From an optimization exercise on the open Yosys and OpenROAD flow, aimed at small area and a short achievable clock period; shortcuts taken in it are not production practice.
In this exercise RTL edits were held to simulation tests only and were not proved equivalent to the original.
Power is estimated from default activity; no workload was simulated.

==> v7 <==
==> flow/design.v (excerpt) <==
module pbl2_datapath(
	input wire        clk,
	input wire        rst,
	input wire [3:0]  rf_read_a,
	input wire [3:0]  rf_read_b,
	input wire [3:0]  rf_write_addr,
	input wire        rf_read_en,
	input wire        rf_write_en,
	input wire        wb_from_mem,
	input wire [31:0] mem_data,
	input wire [4:0]  opula,
	input wire        alu_src_imm,
	input wire [15:0] imm,
	input wire        alu_en,
	output reg [31:0] alu_result,
	output reg        flag_zero,
	output reg        flag_carry,
	output reg        flag_sign,
	output reg        flag_overflow,
	output reg        alu_ready,
	output reg [31:0] rf_out_a,
	output reg [31:0] rf_out_b
);
Settings: LEC_CHECK=0, CAP_MARGIN=20, CORE_MARGIN=2, CORE_UTILIZATION=40, SETUP_SLACK_MARGIN=3, SLEW_MARGIN=20, SYNTH_HIERARCHICAL=1, SYNTH_MINIMUM_KEEP_SIZE=0, TNS_END_PERCENT=0; clock period 6.0 ns.
run.sh (not shown) runs the stock make flow with config.mk's settings and CLKGATE_MAP_FILE= SYNTH_SCRIPT=/design/flow/synth_recipe.tcl, a recipe that flattens the netlist after the stock synthesis.
==> inputs of v32, as changes to v7 <==
--- a/flow/design.v
+++ b/flow/design.v
@@ -3,15 +3,29 @@
 	input  wire b,
 	input  wire use_b,
 	input  wire sub,
 	output wire g,
 	output wire p
 );
-wire x = (b & use_b) ^ sub;
-assign g = a & x;
-assign p = a ^ x;
+wire nb, x;
+nand2_cell u_nb (.a(b), .b(use_b), .y(nb));
+xnor2_cell u_x  (.a(nb), .b(sub), .y(x));
+xor2_cell  u_p  (.a(a), .b(x), .y(p));
+and2_cell  u_g  (.a(a), .b(x), .y(g));
+endmodule
+module nand2_cell(input wire a, b, output wire y);
+assign y = ~(a & b);
+endmodule
+module xnor2_cell(input wire a, b, output wire y);
+assign y = ~(a ^ b);
+endmodule
+module xor2_cell(input wire a, b, output wire y);
+assign y = a ^ b;
+endmodule
+module and2_cell(input wire a, b, output wire y);
+assign y = a & b;
 endmodule
 module ks_carries(
 	input  wire        cin,
 	input  wire [30:0] g,    
 	input  wire [30:0] p,    
 	output wire [31:0] cn    
@@ -322,16 +336,20 @@
 module pfx_oai_g(input wire gh, ph, gl, output wire go);
 assign go = ~(gh & (ph | gl));
 endmodule
 module mux_cell(input wire s, d1, d0, output wire y);
 assign y = s ? d1 : d0;
 endmodule
-module alu_ctl(input wire [3:0] op, output wire sub, use_b, cin);
-assign sub   = ~op[3] & (op[1] ? op[0] : op[2]);
-assign use_b = ~((~op[2] & op[1] & ~op[0]) | (op[2] & ~op[1] & op[0]));
-assign cin   = ~op[3] & (op[0] ? ~(op[1] | op[2]) : (op[1] ^ op[2]));
+module sub_ctl(input wire [3:0] op, output wire y);
+assign y = ~op[3] & (op[1] ? op[0] : op[2]);
+endmodule
+module useb_ctl(input wire [3:0] op, output wire y);
+assign y = ~((~op[2] & op[1] & ~op[0]) | (op[2] & ~op[1] & op[0]));
+endmodule
+module cin_ctl(input wire [3:0] op, output wire y);
+assign y = ~op[3] & (op[0] ? ~(op[1] | op[2]) : (op[1] ^ op[2]));
 endmodule
 module zx_cell(input wire p, g, q, output wire e);
 assign e = ~(p ^ (g | q));
 endmodule
 module nand4_cell(input wire a, b, c, d, output wire y);
 assign y = ~(a & b & c & d);
@@ -423,13 +441,15 @@
 		5'd20: begin logic_op = 1'b1; lut = 4'b1101; end  
 		5'd21: begin logic_op = 1'b1; lut = 4'b0001; end  
 		default: nop = 1'b1;
 	endcase
 end
 wire sub, use_b, cin;
-alu_ctl u_ctl (.op(opula[3:0]), .sub(sub), .use_b(use_b), .cin(cin));
+sub_ctl  u_sub  (.op(opula[3:0]), .y(sub));
+useb_ctl u_useb (.op(opula[3:0]), .y(use_b));
+cin_ctl  u_cin  (.op(opula[3:0]), .y(cin));
 wire [31:0] a = rf_out_a;
 wire [31:0] b = alu_src_imm ? {{16{imm[15]}}, imm} : rf_out_b;
 wire [31:0] g, p;
 generate
 	for (i = 0; i < 32; i = i + 1) begin : g_pg
 		pg_bit u_pg (.a(a[i]), .b(b[i]), .use_b(use_b), .sub(sub), .g(g[i]), .p(p[i]));
@@ -457,38 +477,37 @@
 endgenerate
 nand4_cell u_z32 (.a(z8[0]), .b(z8[1]), .c(z8[2]), .d(z8[3]), .y(sum_zero_n));
 function [31:0] rev(input [31:0] v);
 	integer n;
 	for (n = 0; n < 32; n = n + 1) rev[n] = v[31-n];
 endfunction
-wire        big = |b[31:5];
-wire [31:0] shr_out = a >> b[4:0];
-wire [31:0] shl_out = a << b[4:0];
-reg  [31:0] keep_r;    
+wire        big = |b[31:5];    
+wire [31:0] sh_in  = opula[0] ? a : rev(a);
+wire [31:0] sh_out = sh_in >> b[4:0];
+reg  [31:0] keep;
 always @(*)
 	for (k = 0; k < 32; k = k + 1)
-		keep_r[k] = (k >= b[4:0]);
-wire zshr = ~|(a & keep_r);
-wire zshl = ~|(a & rev(keep_r));
+		keep[k] = (k >= b[4:0]);
+wire zsh = ~|(sh_in & keep);
 wire [31:0] lg = ({32{lut[3]}} &  a &  b) | ({32{lut[2]}} &  a & ~b) |
                  ({32{lut[1]}} & ~a &  b) | ({32{lut[0]}} & ~a & ~b);
 wire        sh_ok   = ~big & ~rst;
-wire [31:0] r_other = ({32{shr & sh_ok}} & shr_out) |
-                      ({32{shl & sh_ok}} & shl_out) |
+wire [31:0] r_other = ({32{shr & sh_ok}} & sh_out) |
+                      ({32{shl & sh_ok}} & rev(sh_out)) |
                       ({32{logic_op & ~rst}} & lg);
 wire        sel_sum = arith & ~rst;
 wire [31:0] r_new;
 generate
 	for (i = 0; i < 32; i = i + 1) begin : g_res
 		mux_cell u_r (.s(cn[i]), .d1(( sel_sum & p[i]) | r_other[i]),
 		              .d0((sel_sum & ~p[i]) | r_other[i]), .y(r_new[i]));
 	end
 endgenerate
 wire z_other = ~rst & (nop ? ~|alu_result :
                        logic_op ? ~|lg :
-                       (shl | shr) ? (big | (shl ? zshl : zshr)) : 1'b0);
+                       (shl | shr) ? (big | zsh) : 1'b0);
 wire z_new;
 zfin_cell u_zfin (.zn(sum_zero_n), .en(arith & ~rst), .o(z_other), .y(z_new));
 function ovf_of(input ar, input sb, input inc, input dec, input a31, input b31, input r31);
 	ovf_of = ar & (
 		(~sb & ~a31 & ~b31 &  r31) | (~sb & a31 &  b31 & ~r31) |
 		( sb & ~a31 &  b31 &  r31) | ( sb & a31 & ~b31 & ~r31) |
==> flow/flow/run.sh (new file) <==
#!/bin/bash
# The standard layout (standard.sh), with the port buffers that
# buffer_ports inserts made plain buf_2 cells instead of its default choice
# (clkdlybuf4s50_1, a delay cell). Every port still gets its own buffer.
set -euo pipefail
bash standard.sh BUFFER_PORTS_ARGS="-buffer_cell sky130_fd_sc_hd__buf_2" finish > standard.log 2>&1
==> flow/standard.sh (new file) <==
#!/bin/bash
# synth_recipe.tcl (not shown) runs the flow's synth.tcl, then flattens the netlist and writes it again
# the make line also repeats each setting of config.mk as NAME=value (left out here)
make -C /OpenROAD-flow-scripts/flow DESIGN_CONFIG=/design/flow/config.mk WORK_HOME=/design/flow/orfs CLKGATE_MAP_FILE= SYNTH_SCRIPT=/design/flow/synth_recipe.tcl "${@:-finish}"
CAP_MARGIN = 30   (was 20)
CTS_CLUSTER_DIAMETER = 100   (was not set)
CTS_CLUSTER_SIZE = 30   (was not set)
SLEW_MARGIN = 30   (was 20)
removed: flow/run.sh
==> notes.md <==
Against v7, the non-clock buffer count of v32 is higher by 43. In v32 the hold slack is lower than in v7, by 22 ps. In v32 the die area is lower than in v7, by 4.5%. Of v32 and v7, v7 has the higher via count (gap 7.5%, measured against v7). Of v7 and v32, v7 has the higher cell count (gap about 7%, measured against v32). In v7 the clock skew is lower than in v32, by 36 ps. In v7 the synthesized area is higher than in v32, by 4.7%. Of v7 and v32, v7 has the higher sequential power (gap about 1%, measured against v32). Against v7, the maximum frequency of v32 is larger by 5.7%.
==> figures <==
quantity	v32	v7
Clock buffer count from CTS	28	66
Compound-Gate Fraction of Synth Area	0.2072	0.2111
Share of final-layout standard cells stronger than drive strength 1	0.3245	0.2490
Wire length of the first global-routing pass	219.6 mm	235.5 mm
Met2 usage	0.5697	0.5777
Minimum clock period	3486 ps	3684 ps
Final cell area excluding filler cells	40520 sq um	43480 sq um
Hold Crit Endpoint	rf_out_a[28]$_DFFE_PP_	rf_out_a[29]$_DFFE_PP_
Portion of netlist area occupied by mux cells	0.09349	0.1049
Worst-path cell with the longest stage delay	mux2_2	nor2_2
Worst slew pin tran	1132 ps	1291 ps
Total instance count after detailed placement	3963	4214
Flip-flop and latch share of the layout cell area	0.4541	0.4232
Run status	timing/DRC/antenna clean	timing/DRC/antenna clean
Proportion of total power due to net switching	0.3586	0.3402
PD cells	283.9 nW/um^2	314.2 nW/um^2
Number of core rows	106	108
Signal buffers share of area	0.08270	0.08970
Sequential group power	5.67 mW	5.73 mW

========
==> inputs of onyx <==
pbl2_datapath again, from the RTL that the note above started with.
export LEC_CHECK = 0
export CAP_MARGIN = 20
export CORE_MARGIN = 2
export CORE_UTILIZATION = 40
export SETUP_SLACK_MARGIN = 3
export SLEW_MARGIN = 20
export SYNTH_HIERARCHICAL = 1
export SYNTH_MINIMUM_KEEP_SIZE = 0
export TNS_END_PERCENT = 0
create_clock -name core_clock -period 6.0 [get_ports {clk}]
standard.sh (not shown) runs the stock make flow with config.mk's settings and CLKGATE_MAP_FILE= SYNTH_SCRIPT=/design/flow/synth_recipe.tcl, a recipe that flattens the netlist after the stock synthesis.
==> flow/flow/run.sh <==
#!/bin/bash
# The standard layout (standard.sh), with the port buffers that
# buffer_ports inserts made plain buf_2 cells instead of its default choice
# (clkdlybuf4s50_1, a delay cell). Every port still gets its own buffer.
set -euo pipefail
bash standard.sh BUFFER_PORTS_ARGS="-buffer_cell sky130_fd_sc_hd__buf_2" finish > standard.log 2>&1
==> inputs of sierra, as changes to onyx <==
--- a/flow/design.v
+++ b/flow/design.v
@@ -1,19 +1,33 @@
 module pg_bit(
 	input  wire a,
 	input  wire b,
 	input  wire use_b,
 	input  wire sub,
 	output wire g,
 	output wire p
 );
-wire x = (b & use_b) ^ sub;
-assign g = a & x;
-assign p = a ^ x;
+wire nb, x;
+nand2_cell u_nb (.a(b), .b(use_b), .y(nb));
+xnor2_cell u_x  (.a(nb), .b(sub), .y(x));
+xor2_cell  u_p  (.a(a), .b(x), .y(p));
+and2_cell  u_g  (.a(a), .b(x), .y(g));
+endmodule
+module nand2_cell(input wire a, b, output wire y);
+assign y = ~(a & b);
+endmodule
+module xnor2_cell(input wire a, b, output wire y);
+assign y = ~(a ^ b);
+endmodule
+module xor2_cell(input wire a, b, output wire y);
+assign y = a ^ b;
+endmodule
+module and2_cell(input wire a, b, output wire y);
+assign y = a & b;
 endmodule
 module ks_carries(
 	input  wire        cin,
 	input  wire [30:0] g,    
 	input  wire [30:0] p,    
 	output wire [31:0] cn    
 );
 wire g1_0;
@@ -320,20 +334,24 @@
 assign po = ~(ph | pl);
 endmodule
 module pfx_oai_g(input wire gh, ph, gl, output wire go);
 assign go = ~(gh & (ph | gl));
 endmodule
 module mux_cell(input wire s, d1, d0, output wire y);
 assign y = s ? d1 : d0;
 endmodule
-module alu_ctl(input wire [3:0] op, output wire sub, use_b, cin);
-assign sub   = ~op[3] & (op[1] ? op[0] : op[2]);
-assign use_b = ~((~op[2] & op[1] & ~op[0]) | (op[2] & ~op[1] & op[0]));
-assign cin   = ~op[3] & (op[0] ? ~(op[1] | op[2]) : (op[1] ^ op[2]));
+module sub_ctl(input wire [3:0] op, output wire y);
+assign y = ~op[3] & (op[1] ? op[0] : op[2]);
+endmodule
+module useb_ctl(input wire [3:0] op, output wire y);
+assign y = ~((~op[2] & op[1] & ~op[0]) | (op[2] & ~op[1] & op[0]));
+endmodule
+module cin_ctl(input wire [3:0] op, output wire y);
+assign y = ~op[3] & (op[0] ? ~(op[1] | op[2]) : (op[1] ^ op[2]));
 endmodule
 module zx_cell(input wire p, g, q, output wire e);
 assign e = ~(p ^ (g | q));
 endmodule
 module nand4_cell(input wire a, b, c, d, output wire y);
 assign y = ~(a & b & c & d);
 endmodule
 module nor2_cell(input wire a, b, output wire y);
@@ -421,17 +439,19 @@
 		5'd18: begin logic_op = 1'b1; lut = 4'b0011; end  
 		5'd19: begin logic_op = 1'b1; lut = 4'b1011; end  
 		5'd20: begin logic_op = 1'b1; lut = 4'b1101; end  
 		5'd21: begin logic_op = 1'b1; lut = 4'b0001; end  
 		default: nop = 1'b1;
 	endcase
 end
 wire sub, use_b, cin;
-alu_ctl u_ctl (.op(opula[3:0]), .sub(sub), .use_b(use_b), .cin(cin));
+sub_ctl  u_sub  (.op(opula[3:0]), .y(sub));
+useb_ctl u_useb (.op(opula[3:0]), .y(use_b));
+cin_ctl  u_cin  (.op(opula[3:0]), .y(cin));
 wire [31:0] a = rf_out_a;
 wire [31:0] b = alu_src_imm ? {{16{imm[15]}}, imm} : rf_out_b;
 wire [31:0] g, p;
 generate
 	for (i = 0; i < 32; i = i + 1) begin : g_pg
 		pg_bit u_pg (.a(a[i]), .b(b[i]), .use_b(use_b), .sub(sub), .g(g[i]), .p(p[i]));
 	end
 endgenerate
@@ -455,63 +475,68 @@
 		nor2_cell u_z8 (.a(zn4[2*i]), .b(zn4[2*i+1]), .y(z8[i]));
 	end
 endgenerate
 nand4_cell u_z32 (.a(z8[0]), .b(z8[1]), .c(z8[2]), .d(z8[3]), .y(sum_zero_n));
 function [31:0] rev(input [31:0] v);
 	integer n;
 	for (n = 0; n < 32; n = n + 1) rev[n] = v[31-n];
 endfunction
-wire        big = |b[31:5];
-wire [31:0] shr_out = a >> b[4:0];
-wire [31:0] shl_out = a << b[4:0];
-reg  [31:0] keep_r;    
+wire        big = |b[31:5];    
+wire [31:0] sh_in  = opula[0] ? a : rev(a);
+wire [31:0] sh_out = sh_in >> b[4:0];
+reg  [31:0] keep;
 always @(*)
 	for (k = 0; k < 32; k = k + 1)
-		keep_r[k] = (k >= b[4:0]);
-wire zshr = ~|(a & keep_r);
-wire zshl = ~|(a & rev(keep_r));
+		keep[k] = (k >= b[4:0]);
+wire zsh = ~|(sh_in & keep);
 wire [31:0] lg = ({32{lut[3]}} &  a &  b) | ({32{lut[2]}} &  a & ~b) |
                  ({32{lut[1]}} & ~a &  b) | ({32{lut[0]}} & ~a & ~b);
-wire        sh_ok   = ~big & ~rst;
-wire [31:0] r_other = ({32{shr & sh_ok}} & shr_out) |
-                      ({32{shl & sh_ok}} & shl_out) |
-                      ({32{logic_op & ~rst}} & lg);
-wire        sel_sum = arith & ~rst;
+wire        go      = alu_en & ~rst;
+wire        hold_r  = ~rst & ~(alu_en & ~nop);     
+wire        hold_f  = ~rst & ~alu_en;              
+wire        hold_cs = ~rst & ~(alu_en & arith);    
+wire        sh_ok   = ~big & go;
+wire [31:0] r_other = ({32{shr & sh_ok}} & sh_out) |
+                      ({32{shl & sh_ok}} & rev(sh_out)) |
+                      ({32{logic_op & go}} & lg) |
+                      ({32{hold_r}} & alu_result);
+wire        sel_sum = arith & go;
 wire [31:0] r_new;
 generate
 	for (i = 0; i < 32; i = i + 1) begin : g_res
 		mux_cell u_r (.s(cn[i]), .d1(( sel_sum & p[i]) | r_other[i]),
 		              .d0((sel_sum & ~p[i]) | r_other[i]), .y(r_new[i]));
 	end
 endgenerate
-wire z_other = ~rst & (nop ? ~|alu_result :
-                       logic_op ? ~|lg :
-                       (shl | shr) ? (big | (shl ? zshl : zshr)) : 1'b0);
+wire z_other = (go & (nop ? ~|alu_result :
+                      logic_op ? ~|lg :
+                      (shl | shr) ? (big | zsh) : 1'b0)) |
+               (hold_f & flag_zero);
 wire z_new;
-zfin_cell u_zfin (.zn(sum_zero_n), .en(arith & ~rst), .o(z_other), .y(z_new));
+zfin_cell u_zfin (.zn(sum_zero_n), .en(arith & go), .o(z_other), .y(z_new));
 function ovf_of(input ar, input sb, input inc, input dec, input a31, input b31, input r31);
 	ovf_of = ar & (
 		(~sb & ~a31 & ~b31 &  r31) | (~sb & a31 &  b31 & ~r31) |
 		( sb & ~a31 &  b31 &  r31) | ( sb & a31 & ~b31 & ~r31) |
 		(inc & ~a31 & r31) | (dec & a31 & ~r31));
 endfunction
+wire ovf_keep   = hold_f & flag_overflow;
+wire carry_keep = hold_cs & flag_carry;
+wire sign_keep  = hold_cs & flag_sign;
+wire upd_cs     = arith & go;
 wire ovf, carry, sign;
 mux_cell u_ovf (.s(cn[31]),
-	.d1(~rst & ovf_of(arith, sub, ovf_inc, ovf_dec, a[31], b[31],  p[31])),
-	.d0(~rst & ovf_of(arith, sub, ovf_inc, ovf_dec, a[31], b[31], ~p[31])), .y(ovf));
-mux_cell u_carry (.s(cn[31]), .d1(~rst & (g[31] ^ sub)),
-	.d0(~rst & ((g[31] | p[31]) ^ sub)), .y(carry));
-mux_cell u_sign (.s(cn[31]), .d1(~rst & p[31]), .d0(~rst & ~p[31]), .y(sign));
+	.d1((go & ovf_of(arith, sub, ovf_inc, ovf_dec, a[31], b[31],  p[31])) | ovf_keep),
+	.d0((go & ovf_of(arith, sub, ovf_inc, ovf_dec, a[31], b[31], ~p[31])) | ovf_keep), .y(ovf));
+mux_cell u_carry (.s(cn[31]), .d1((upd_cs & (g[31] ^ sub)) | carry_keep),
+	.d0((upd_cs & ((g[31] | p[31]) ^ sub)) | carry_keep), .y(carry));
+mux_cell u_sign (.s(cn[31]), .d1((upd_cs & p[31]) | sign_keep),
+	.d0((upd_cs & ~p[31]) | sign_keep), .y(sign));
 always @(posedge clk) begin
-	if (rst | (alu_en & ~nop))
-		alu_result <= r_new;
-	if (rst | alu_en) begin
-		flag_zero     <= z_new;
-		flag_overflow <= ovf;
-	end
-	if (rst | (alu_en & arith)) begin
-		flag_carry <= carry;
-		flag_sign  <= sign;
-	end
-	alu_ready <= ~rst & alu_en;
+	alu_result    <= r_new;
+	flag_zero     <= z_new;
+	flag_overflow <= ovf;
+	flag_carry    <= carry;
+	flag_sign     <= sign;
+	alu_ready     <= ~rst & alu_en;
 end
 endmodule
CAP_MARGIN = 30   (was 20)
CTS_CLUSTER_DIAMETER = 90   (was default)
CTS_CLUSTER_SIZE = 26   (was default)
SLEW_MARGIN = 30   (was 20)
==> inputs of xenon, as changes to onyx <==
--- a/flow/design.v
+++ b/flow/design.v
@@ -1,19 +1,33 @@
 module pg_bit(
 	input  wire a,
 	input  wire b,
 	input  wire use_b,
 	input  wire sub,
 	output wire g,
 	output wire p
 );
-wire x = (b & use_b) ^ sub;
-assign g = a & x;
-assign p = a ^ x;
+wire nb, x;
+nand2_cell u_nb (.a(b), .b(use_b), .y(nb));
+xnor2_cell u_x  (.a(nb), .b(sub), .y(x));
+xor2_cell  u_p  (.a(a), .b(x), .y(p));
+and2_cell  u_g  (.a(a), .b(x), .y(g));
+endmodule
+module nand2_cell(input wire a, b, output wire y);
+assign y = ~(a & b);
+endmodule
+module xnor2_cell(input wire a, b, output wire y);
+assign y = ~(a ^ b);
+endmodule
+module xor2_cell(input wire a, b, output wire y);
+assign y = a ^ b;
+endmodule
+module and2_cell(input wire a, b, output wire y);
+assign y = a & b;
 endmodule
 module ks_carries(
 	input  wire        cin,
 	input  wire [30:0] g,    
 	input  wire [30:0] p,    
 	output wire [31:0] cn    
 );
 wire g1_0;
@@ -320,20 +334,24 @@
 assign po = ~(ph | pl);
 endmodule
 module pfx_oai_g(input wire gh, ph, gl, output wire go);
 assign go = ~(gh & (ph | gl));
 endmodule
 module mux_cell(input wire s, d1, d0, output wire y);
 assign y = s ? d1 : d0;
 endmodule
-module alu_ctl(input wire [3:0] op, output wire sub, use_b, cin);
-assign sub   = ~op[3] & (op[1] ? op[0] : op[2]);
-assign use_b = ~((~op[2] & op[1] & ~op[0]) | (op[2] & ~op[1] & op[0]));
-assign cin   = ~op[3] & (op[0] ? ~(op[1] | op[2]) : (op[1] ^ op[2]));
+module sub_ctl(input wire [3:0] op, output wire y);
+assign y = ~op[3] & (op[1] ? op[0] : op[2]);
+endmodule
+module useb_ctl(input wire [3:0] op, output wire y);
+assign y = ~((~op[2] & op[1] & ~op[0]) | (op[2] & ~op[1] & op[0]));
+endmodule
+module cin_ctl(input wire [3:0] op, output wire y);
+assign y = ~op[3] & (op[0] ? ~(op[1] | op[2]) : (op[1] ^ op[2]));
 endmodule
 module zx_cell(input wire p, g, q, output wire e);
 assign e = ~(p ^ (g | q));
 endmodule
 module nand4_cell(input wire a, b, c, d, output wire y);
 assign y = ~(a & b & c & d);
 endmodule
 module nor2_cell(input wire a, b, output wire y);
@@ -421,17 +439,19 @@
 		5'd18: begin logic_op = 1'b1; lut = 4'b0011; end  
 		5'd19: begin logic_op = 1'b1; lut = 4'b1011; end  
 		5'd20: begin logic_op = 1'b1; lut = 4'b1101; end  
 		5'd21: begin logic_op = 1'b1; lut = 4'b0001; end  
 		default: nop = 1'b1;
 	endcase
 end
 wire sub, use_b, cin;
-alu_ctl u_ctl (.op(opula[3:0]), .sub(sub), .use_b(use_b), .cin(cin));
+sub_ctl  u_sub  (.op(opula[3:0]), .y(sub));
+useb_ctl u_useb (.op(opula[3:0]), .y(use_b));
+cin_ctl  u_cin  (.op(opula[3:0]), .y(cin));
 wire [31:0] a = rf_out_a;
 wire [31:0] b = alu_src_imm ? {{16{imm[15]}}, imm} : rf_out_b;
 wire [31:0] g, p;
 generate
 	for (i = 0; i < 32; i = i + 1) begin : g_pg
 		pg_bit u_pg (.a(a[i]), .b(b[i]), .use_b(use_b), .sub(sub), .g(g[i]), .p(p[i]));
 	end
 endgenerate
@@ -455,42 +475,41 @@
 		nor2_cell u_z8 (.a(zn4[2*i]), .b(zn4[2*i+1]), .y(z8[i]));
 	end
 endgenerate
 nand4_cell u_z32 (.a(z8[0]), .b(z8[1]), .c(z8[2]), .d(z8[3]), .y(sum_zero_n));
 function [31:0] rev(input [31:0] v);
 	integer n;
 	for (n = 0; n < 32; n = n + 1) rev[n] = v[31-n];
 endfunction
-wire        big = |b[31:5];
-wire [31:0] shr_out = a >> b[4:0];
-wire [31:0] shl_out = a << b[4:0];
-reg  [31:0] keep_r;    
+wire        big = |b[31:5];    
+wire [31:0] sh_in  = opula[0] ? a : rev(a);
+wire [31:0] sh_out = sh_in >> b[4:0];
+reg  [31:0] keep;
 always @(*)
 	for (k = 0; k < 32; k = k + 1)
-		keep_r[k] = (k >= b[4:0]);
-wire zshr = ~|(a & keep_r);
-wire zshl = ~|(a & rev(keep_r));
+		keep[k] = (k >= b[4:0]);
+wire zsh = ~|(sh_in & keep);
 wire [31:0] lg = ({32{lut[3]}} &  a &  b) | ({32{lut[2]}} &  a & ~b) |
                  ({32{lut[1]}} & ~a &  b) | ({32{lut[0]}} & ~a & ~b);
 wire        sh_ok   = ~big & ~rst;
-wire [31:0] r_other = ({32{shr & sh_ok}} & shr_out) |
-                      ({32{shl & sh_ok}} & shl_out) |
+wire [31:0] r_other = ({32{shr & sh_ok}} & sh_out) |
+                      ({32{shl & sh_ok}} & rev(sh_out)) |
                       ({32{logic_op & ~rst}} & lg);
 wire        sel_sum = arith & ~rst;
 wire [31:0] r_new;
 generate
 	for (i = 0; i < 32; i = i + 1) begin : g_res
 		mux_cell u_r (.s(cn[i]), .d1(( sel_sum & p[i]) | r_other[i]),
 		              .d0((sel_sum & ~p[i]) | r_other[i]), .y(r_new[i]));
 	end
 endgenerate
 wire z_other = ~rst & (nop ? ~|alu_result :
                        logic_op ? ~|lg :
-                       (shl | shr) ? (big | (shl ? zshl : zshr)) : 1'b0);
+                       (shl | shr) ? (big | zsh) : 1'b0);
 wire z_new;
 zfin_cell u_zfin (.zn(sum_zero_n), .en(arith & ~rst), .o(z_other), .y(z_new));
 function ovf_of(input ar, input sb, input inc, input dec, input a31, input b31, input r31);
 	ovf_of = ar & (
 		(~sb & ~a31 & ~b31 &  r31) | (~sb & a31 &  b31 & ~r31) |
 		( sb & ~a31 &  b31 &  r31) | ( sb & a31 & ~b31 & ~r31) |
 		(inc & ~a31 & r31) | (dec & a31 & ~r31));
 endfunction
==> flow/run.sh (new file) <==
#!/bin/bash
# synth_recipe.tcl (not shown) runs the flow's synth.tcl, then flattens the netlist and writes it again
# the make line also repeats each setting of config.mk as NAME=value (left out here)
make -C /OpenROAD-flow-scripts/flow DESIGN_CONFIG=/design/flow/config.mk WORK_HOME=/design/flow/orfs CLKGATE_MAP_FILE= SYNTH_SCRIPT=/design/flow/synth_recipe.tcl finish
CORE_UTILIZATION = 55   (was 40)
removed: flow/flow/run.sh
removed: flow/standard.sh
==> qor summary <==
|  | sierra | onyx | xenon |
|---|---|---|---|
| Outcome | complete, no violations | complete, no violations | complete, no violations |
| Portion of the post-synthesis area used by sequential elements | 54.2% | 52.5% | 54.9% |
| Total power density per cell area | 289 mW/mm^2 | 317 mW/mm^2 | 318 mW/mm^2 |
| Logic pwr share | 28.1% | 29.1% | 25.5% |
| Violation count after the first detailed-route iteration | 5011 | 5305 | 5429 |
| WL met3 | 19800 um | 23000 um | 23300 um |
| Share of layout cells above drive strength 1 | 30.4% | 32.8% | 26.3% |
| Hold EP | rf_out_a[7] | rf_out_a[12] | rf_out_a[5] |
| Final non-clock buffer share | 7.48% | 7.96% | 9.34% |
| Post-synthesis area per instance | 11.9 um^2 | 11.7 um^2 | 12.1 um^2 |
| Area of all placed cells without fillers | 0.0395 mm^2 | 0.0438 mm^2 | 0.0412 mm^2 |
| Mux share of post-synthesis cell area | 8.70% | 10.5% | 9.35% |
| Adder and majority cell fraction of the synthesized area | 0.102% | 1.28% | 0.0710% |
| Number of antenna violations at the first check in global routing | 12 | 6 | 6 |
| Crit path to | rf_out_a[5] | flag_zero | rf_out_b[13] |
| Number of flops mapped to enable cells by yosys | 576 | 612 | 612 |
| Simple-gate area share of the yosys netlist | 10.2% | 9.54% | 9.38% |
| FF/Latch Area | 0.0180 mm^2 | 0.0184 mm^2 | 0.0184 mm^2 |
| N_taps | 1070 | 1155 | 782 |
| Vias in the first global route | 28000 | 30200 | 28800 |

-- what the ideal ports hide --
The flow's constraints put no driver on any port. The routed layouts listed below were extracted and timed again, unchanged, in two steps. Step 1, drivers: a clkbuf_16 drives clk and a buf_2 each remaining input, both assumed. Step 2 also shifts input and output timing later by t, the mid clock arrival at the registers, as if the neighbouring blocks saw the same clock. Slacks: no drivers / after step 1 / after step 2; pairs: no drivers / after step 1.
run	t, ns	slack for setup (ns)	worst data-port slew with drivers (ns)	cell pins on the clock port's net
v7	0.702	2.316 / 2.265 / 1.653	0.10	1
v32	0.738	2.514 / 2.390 / 1.652	0.20	1
onyx	0.681	2.379 / 2.287 / 1.606	0.17	1
sierra	0.674	2.547 / 2.436 / 1.761	0.23	1
xenon	0.708	2.367 / 2.400 / 1.693	0.07	1
After both steps every run listed still meets setup and hold. The setup slack of v32, which loses most, moves by -0.124 ns with the drivers and by -0.862 ns with both steps.
